This is an optimization exercise on Yosys and OpenROAD, whose aim is small area and a short achievable clock period, not a production implementation. Where RTL was checked, it was by simulation tests only, not by an equivalence proof against the original. Power and IR drop assume default switching activity.

rev 12:
Design datapathB_behavioral, start of the top module:
module datapathB_behavioral
  #(parameter WLx = 8, parameter WLc = 8)
  ( input signed [WLx-1:0] x,
    input signed [WLc-1:0] a, b, c,
    input CLK,
    output signed [(WLx+WLc+WLc)+1:0] outR
  );
  reg [7:0] x1, c1, c2; reg [8:0] w1;
  reg [11:0] ex2;
  reg [15:0] y2; reg [33:0] t1r;
  reg [4:0] zlo3; reg [17:0] zA3, zB3; reg cyk3, clo3; reg [3:0] wh3; reg [22:0] z4;
  wire [11:0] ex0 = {x[7], ((x[7] & ~x[6] & ~x[5]) | (~x[7] & x[6] & x[5])), (x[6] ^ x[5]), x[5], ((x[5] & ~x[4] & ~x[3]) | (~x[5] & x[4] & x[3])), (x[4] ^ x[3]), x[3], ((x[3] & ~x[2] & ~x[1]) | (~x[3] & x[2] & x[1])), (x[2] ^ x[1]), x[1], (x[1] & ~x[0]), x[0]};
  wire [11:0] ex1 = {x1[7], ((x1[7] & ~x1[6] & ~x1[5]) | (~x1[7] & x1[6] & x1[5])), (x1[6] ^ x1[5]), x1[5], ((x1[5] & ~x1[4] & ~x1[3]) | (~x1[5] & x1[4] & x1[3])), (x1[4] ^ x1[3]), x1[3], ((x1[3] & ~x1[2] & ~x1[1]) | (~x1[3] & x1[2] & x1[1])), (x1[2] ^ x1[1]), x1[1], (x1[1] & ~x1[0]), x1[0]};
  wire m_1;
  wire m_2;
  wire m_3;
  wire m_4;
  wire m_5;
  wire m_6;
  wire m_7;
  wire m_8;
  wire m_9;
  wire m_10;
  wire m_11;
  wire m_12;
  wire m_13;
  wire m_14;
  wire m_15;
  wire m_16;
  wire m_17;
  wire m_18;
  wire m_19;
  wire m_20;
  wire m_21;
  wire m_22;
  wire m_23;
  wire m_24;
  wire m_25;
  wire m_26;
  wire m_27;
  wire m_28;
  wire m_29;
  wire m_30;
  wire m_31;
  wire m_32;
  wire m_33;
  wire m_34;
  wire m_35;
  wire m_36;
  wire m_37;
  wire m_38;
  wire m_39;
  wire m_40;
  wire m_41;
  wire m_42;
  wire m_43;
  wire m_44;
  wire n_1;
  wire n_2;
  wire n_3;
  wire n_4;
  wire n_5;
  wire n_6;
  wire n_7;
  wire n_8;
  wire n_9;
  wire n_10;
  wire n_11;
  wire n_12;
  wire n_13;
  wire n_14;
  wire n_15;
  wire n_16;
  wire n_17;
  wire n_18;
  wire n_19;
  wire n_20;
  wire n_21;
  wire n_22;
  wire n_23;
  wire n_24;
  ...
For scale: ~1000 cells after synthesis, ~160 flip-flops, about 59 I/O pins, ~9300 um^2 of cells after synthesis.
clock: 6.0 ns
lec_check: 0
abc_area: 1
cap_margin: 20
core_margin: 2
core_utilization: 40
cts_buf_list: sky130_fd_sc_hd__clkbuf_8
cts_cluster_size: 40
setup_slack_margin: 3.5
slew_margin: 20
standard.sh (not shown) runs the stock make flow with config.mk's settings and CLKGATE_MAP_FILE= SYNTH_SCRIPT=/design/flow/synth_recipe.tcl, a recipe that flattens the netlist after the stock synthesis.
==> flow/flow/run.sh <==
#!/bin/bash
# Standard ORFS layout (standard.sh), except that every port gets a buf_2 as its port
# buffer instead of the delay buffer that buffer_ports picks by default.
set -euo pipefail
export BUFFER_PORTS_ARGS="-buffer_cell sky130_fd_sc_hd__buf_2"
bash standard.sh > standard_flow.log 2>&1
[inputs] rev 13 vs rev 12
diff --git a/flow/design.v b/flow/design.v
--- a/flow/design.v
+++ b/flow/design.v
@@ -3,17 +3,17 @@
   ( input signed [WLx-1:0] x,
     input signed [WLc-1:0] a, b, c,
     input CLK,
     output signed [(WLx+WLc+WLc)+1:0] outR
   );
   reg [7:0] x1, c1, c2; reg [8:0] w1;
   reg [11:0] ex2;
   reg [15:0] y2; reg [33:0] t1r;
-  reg [4:0] zlo3; reg [17:0] zA3, zB3; reg cyk3, clo3; reg [3:0] wh3; reg [22:0] z4;
+  reg [5:0] zlo3; reg [16:0] zA3, zB3; reg cyk3, clo3; reg [2:0] wh3; reg [22:0] z4;
   wire [11:0] ex0 = {x[7], ((x[7] & ~x[6] & ~x[5]) | (~x[7] & x[6] & x[5])), (x[6] ^ x[5]), x[5], ((x[5] & ~x[4] & ~x[3]) | (~x[5] & x[4] & x[3])), (x[4] ^ x[3]), x[3], ((x[3] & ~x[2] & ~x[1]) | (~x[3] & x[2] & x[1])), (x[2] ^ x[1]), x[1], (x[1] & ~x[0]), x[0]};
   wire [11:0] ex1 = {x1[7], ((x1[7] & ~x1[6] & ~x1[5]) | (~x1[7] & x1[6] & x1[5])), (x1[6] ^ x1[5]), x1[5], ((x1[5] & ~x1[4] & ~x1[3]) | (~x1[5] & x1[4] & x1[3])), (x1[4] ^ x1[3]), x1[3], ((x1[3] & ~x1[2] & ~x1[1]) | (~x1[3] & x1[2] & x1[1])), (x1[2] ^ x1[1]), x1[1], (x1[1] & ~x1[0]), x1[0]};
   wire m_1;
   wire m_2;
   wire m_3;
   wire m_4;
   wire m_5;
   wire m_6;
@@ -448,27 +448,27 @@
     assign m_43 = t1r[33] ^ W1[14];
     assign m_44 = t1r[33] & W1[14];
   wire [33:0] t1w = {n_36, n_35, n_34, n_27, n_46, n_33, n_26, n_44, n_45, n_32, n_42, n_43, n_31, n_40, n_41, n_30, n_38, n_39, n_29, n_37, n_28, n_21, n_20, n_13, n_6, n_19, n_12, n_5, n_11, n_4, n_10, n_3, n_2, n_1};
   wire [22:0] zA = {n_114, n_113, n_173, n_171, n_169, n_167, n_165, n_163, n_161, n_159, n_157, n_155, n_153, n_151, n_149, n_147, n_145, n_143, n_81, n_50, n_49, n_48, n_47};
   wire [22:0] zB = {1'b0, n_174, n_172, n_170, n_168, n_166, n_164, n_162, n_160, n_158, n_156, n_154, n_152, n_150, n_148, n_146, n_144, n_142, n_141, n_65, n_64, 1'b0, 1'b0};
   wire [8:0] w0 = {b[7], b} + {2'b00, {ex0[11], 1'b0, ex0[8], 1'b0, ex0[5], 1'b0, ex0[2]}};
   wire [8:0] w2 = {c2[7], c2} + {2'b00, {ex2[11], 1'b0, ex2[8], 1'b0, ex2[5], 1'b0, ex2[2]}};
   wire [15:0] W1 = {{7{w1[8]}}, w1} + 16'd43776;
-  wire [4:0] Wl = w2[4:0];
-  wire [4:0] ls = zA[4:0] ^ zB[4:0] ^ Wl;
-  wire [4:0] lc = (zA[4:0] & zB[4:0]) | (zA[4:0] & Wl) | (zB[4:0] & Wl);
-  wire [5:0] lo = ls + {lc[3:0], 1'b0};
-  wire [22:0] W2f = {{14{wh3[3]}}, wh3, 5'd0} + 23'd2818048;
-  wire [17:0] Wh = W2f[22:5];
-  wire [17:0] hs = zA3 ^ zB3 ^ Wh;
-  wire [17:0] hc = (zA3 & zB3) | (zA3 & Wh) | (zB3 & Wh);
-  wire [18:0] hsum = {hs, 1'b1} + {hc[16:0], cyk3, clo3};
+  wire [5:0] Wl = w2[5:0];
+  wire [5:0] ls = zA[5:0] ^ zB[5:0] ^ Wl;
+  wire [5:0] lc = (zA[5:0] & zB[5:0]) | (zA[5:0] & Wl) | (zB[5:0] & Wl);
+  wire [6:0] lo = ls + {lc[4:0], 1'b0};
+  wire [22:0] W2f = {{14{wh3[2]}}, wh3, 6'd0} + 23'd2818048;
+  wire [16:0] Wh = W2f[22:6];
+  wire [16:0] hs = zA3 ^ zB3 ^ Wh;
+  wire [16:0] hc = (zA3 & zB3) | (zA3 & Wh) | (zB3 & Wh);
+  wire [17:0] hsum = {hs, 1'b1} + {hc[15:0], cyk3, clo3};
   wire [15:0] yS = {W1[15], m_43, m_41, m_39, m_37, m_35, m_33, m_31, m_29, m_27, m_25, m_23, m_21, W1[2], t1r[1], t1r[0]};
   wire [15:0] yT = {m_44, m_42, m_40, m_38, m_36, m_34, m_32, m_30, m_28, m_26, m_24, m_22, m_20, m_19, W1[1], W1[0]};
   always @(posedge CLK) begin
     x1 <= x; w1 <= w0; c1 <= c; t1r <= t1w;
     ex2 <= ex1; c2 <= c1; y2 <= yS + yT;
-    zlo3 <= lo[4:0]; clo3 <= lo[5]; cyk3 <= lc[4]; wh3 <= w2[8:5]; zA3 <= zA[22:5]; zB3 <= zB[22:5];
-    z4 <= {hsum[18:1], zlo3};
+    zlo3 <= lo[5:0]; clo3 <= lo[6]; cyk3 <= lc[5]; wh3 <= w2[8:6]; zA3 <= zA[22:6]; zB3 <= zB[22:6];
+    z4 <= {hsum[17:1], zlo3};
   end
   assign outR = {{3{z4[22]}}, z4};
 endmodule
Findings:
- Rev 13 reports a higher critical path depth than rev 12 does.
- Rev 12 and rev 13 ended up with roughly the same cell count.
- Looking only at post-layout total power, and setting everything else aside, the lower value of rev 13 and rev 12 goes to rev 13.
- Higher number of cells after detailed placement among rev 13 and rev 12: rev 12
- Rev 13 vs rev 12: count of cell types in the netlist down by a few percent
- Die height of rev 13 falls short of that of rev 12 slightly.
- Going from rev 12 to rev 13, the non-clock buffer count was found to have gone up by 6.9%.
- Re post-synthesis net count: rev 13 and rev 12 aren't equal, and the higher value belongs to rev 12.
- Lower core area among rev 13 and rev 12: rev 13
- The faster design of the two is rev 12; rev 13 tops out lower.
- After detailed routing, rev 12 needs less wire than rev 13.
- Number of flip-flops and latches of rev 13 falls short of that of rev 12 slightly.
- Cmp rev 13 and rev 12 / sequential portion of the cell area / higher: rev 12
No functional check of the RTL was part of rev 12.

[static timing again, ports no longer ideal]
In the flow no input, the clock included, has a driving cell. The finished layouts below were timed again as built, in two steps. Step 1, drivers: a clkbuf_16 drives CLK and a buf_2 each remaining input, both assumed. Step 2 also shifts input and output timing later by t, the mid clock arrival at the registers, as if the neighbouring blocks saw the same clock. Slacks: ideal / step 1 / step 2; pairs: ideal / step 1.
| run | t, ns | setup slack, ns | pins driven straight from the clock port |
|---|---|---|---|
| rev 12 | 0.499 | 3.566 / 3.566 / 3.163 | 1 |
| rev 13 | 0.504 | 3.503 / 3.503 / 3.113 | 1 |
After both steps every run listed still meets setup and hold. The setup slack of rev 12, which loses most, moves by 0.000 ns with the drivers and by -0.403 ns with both steps.
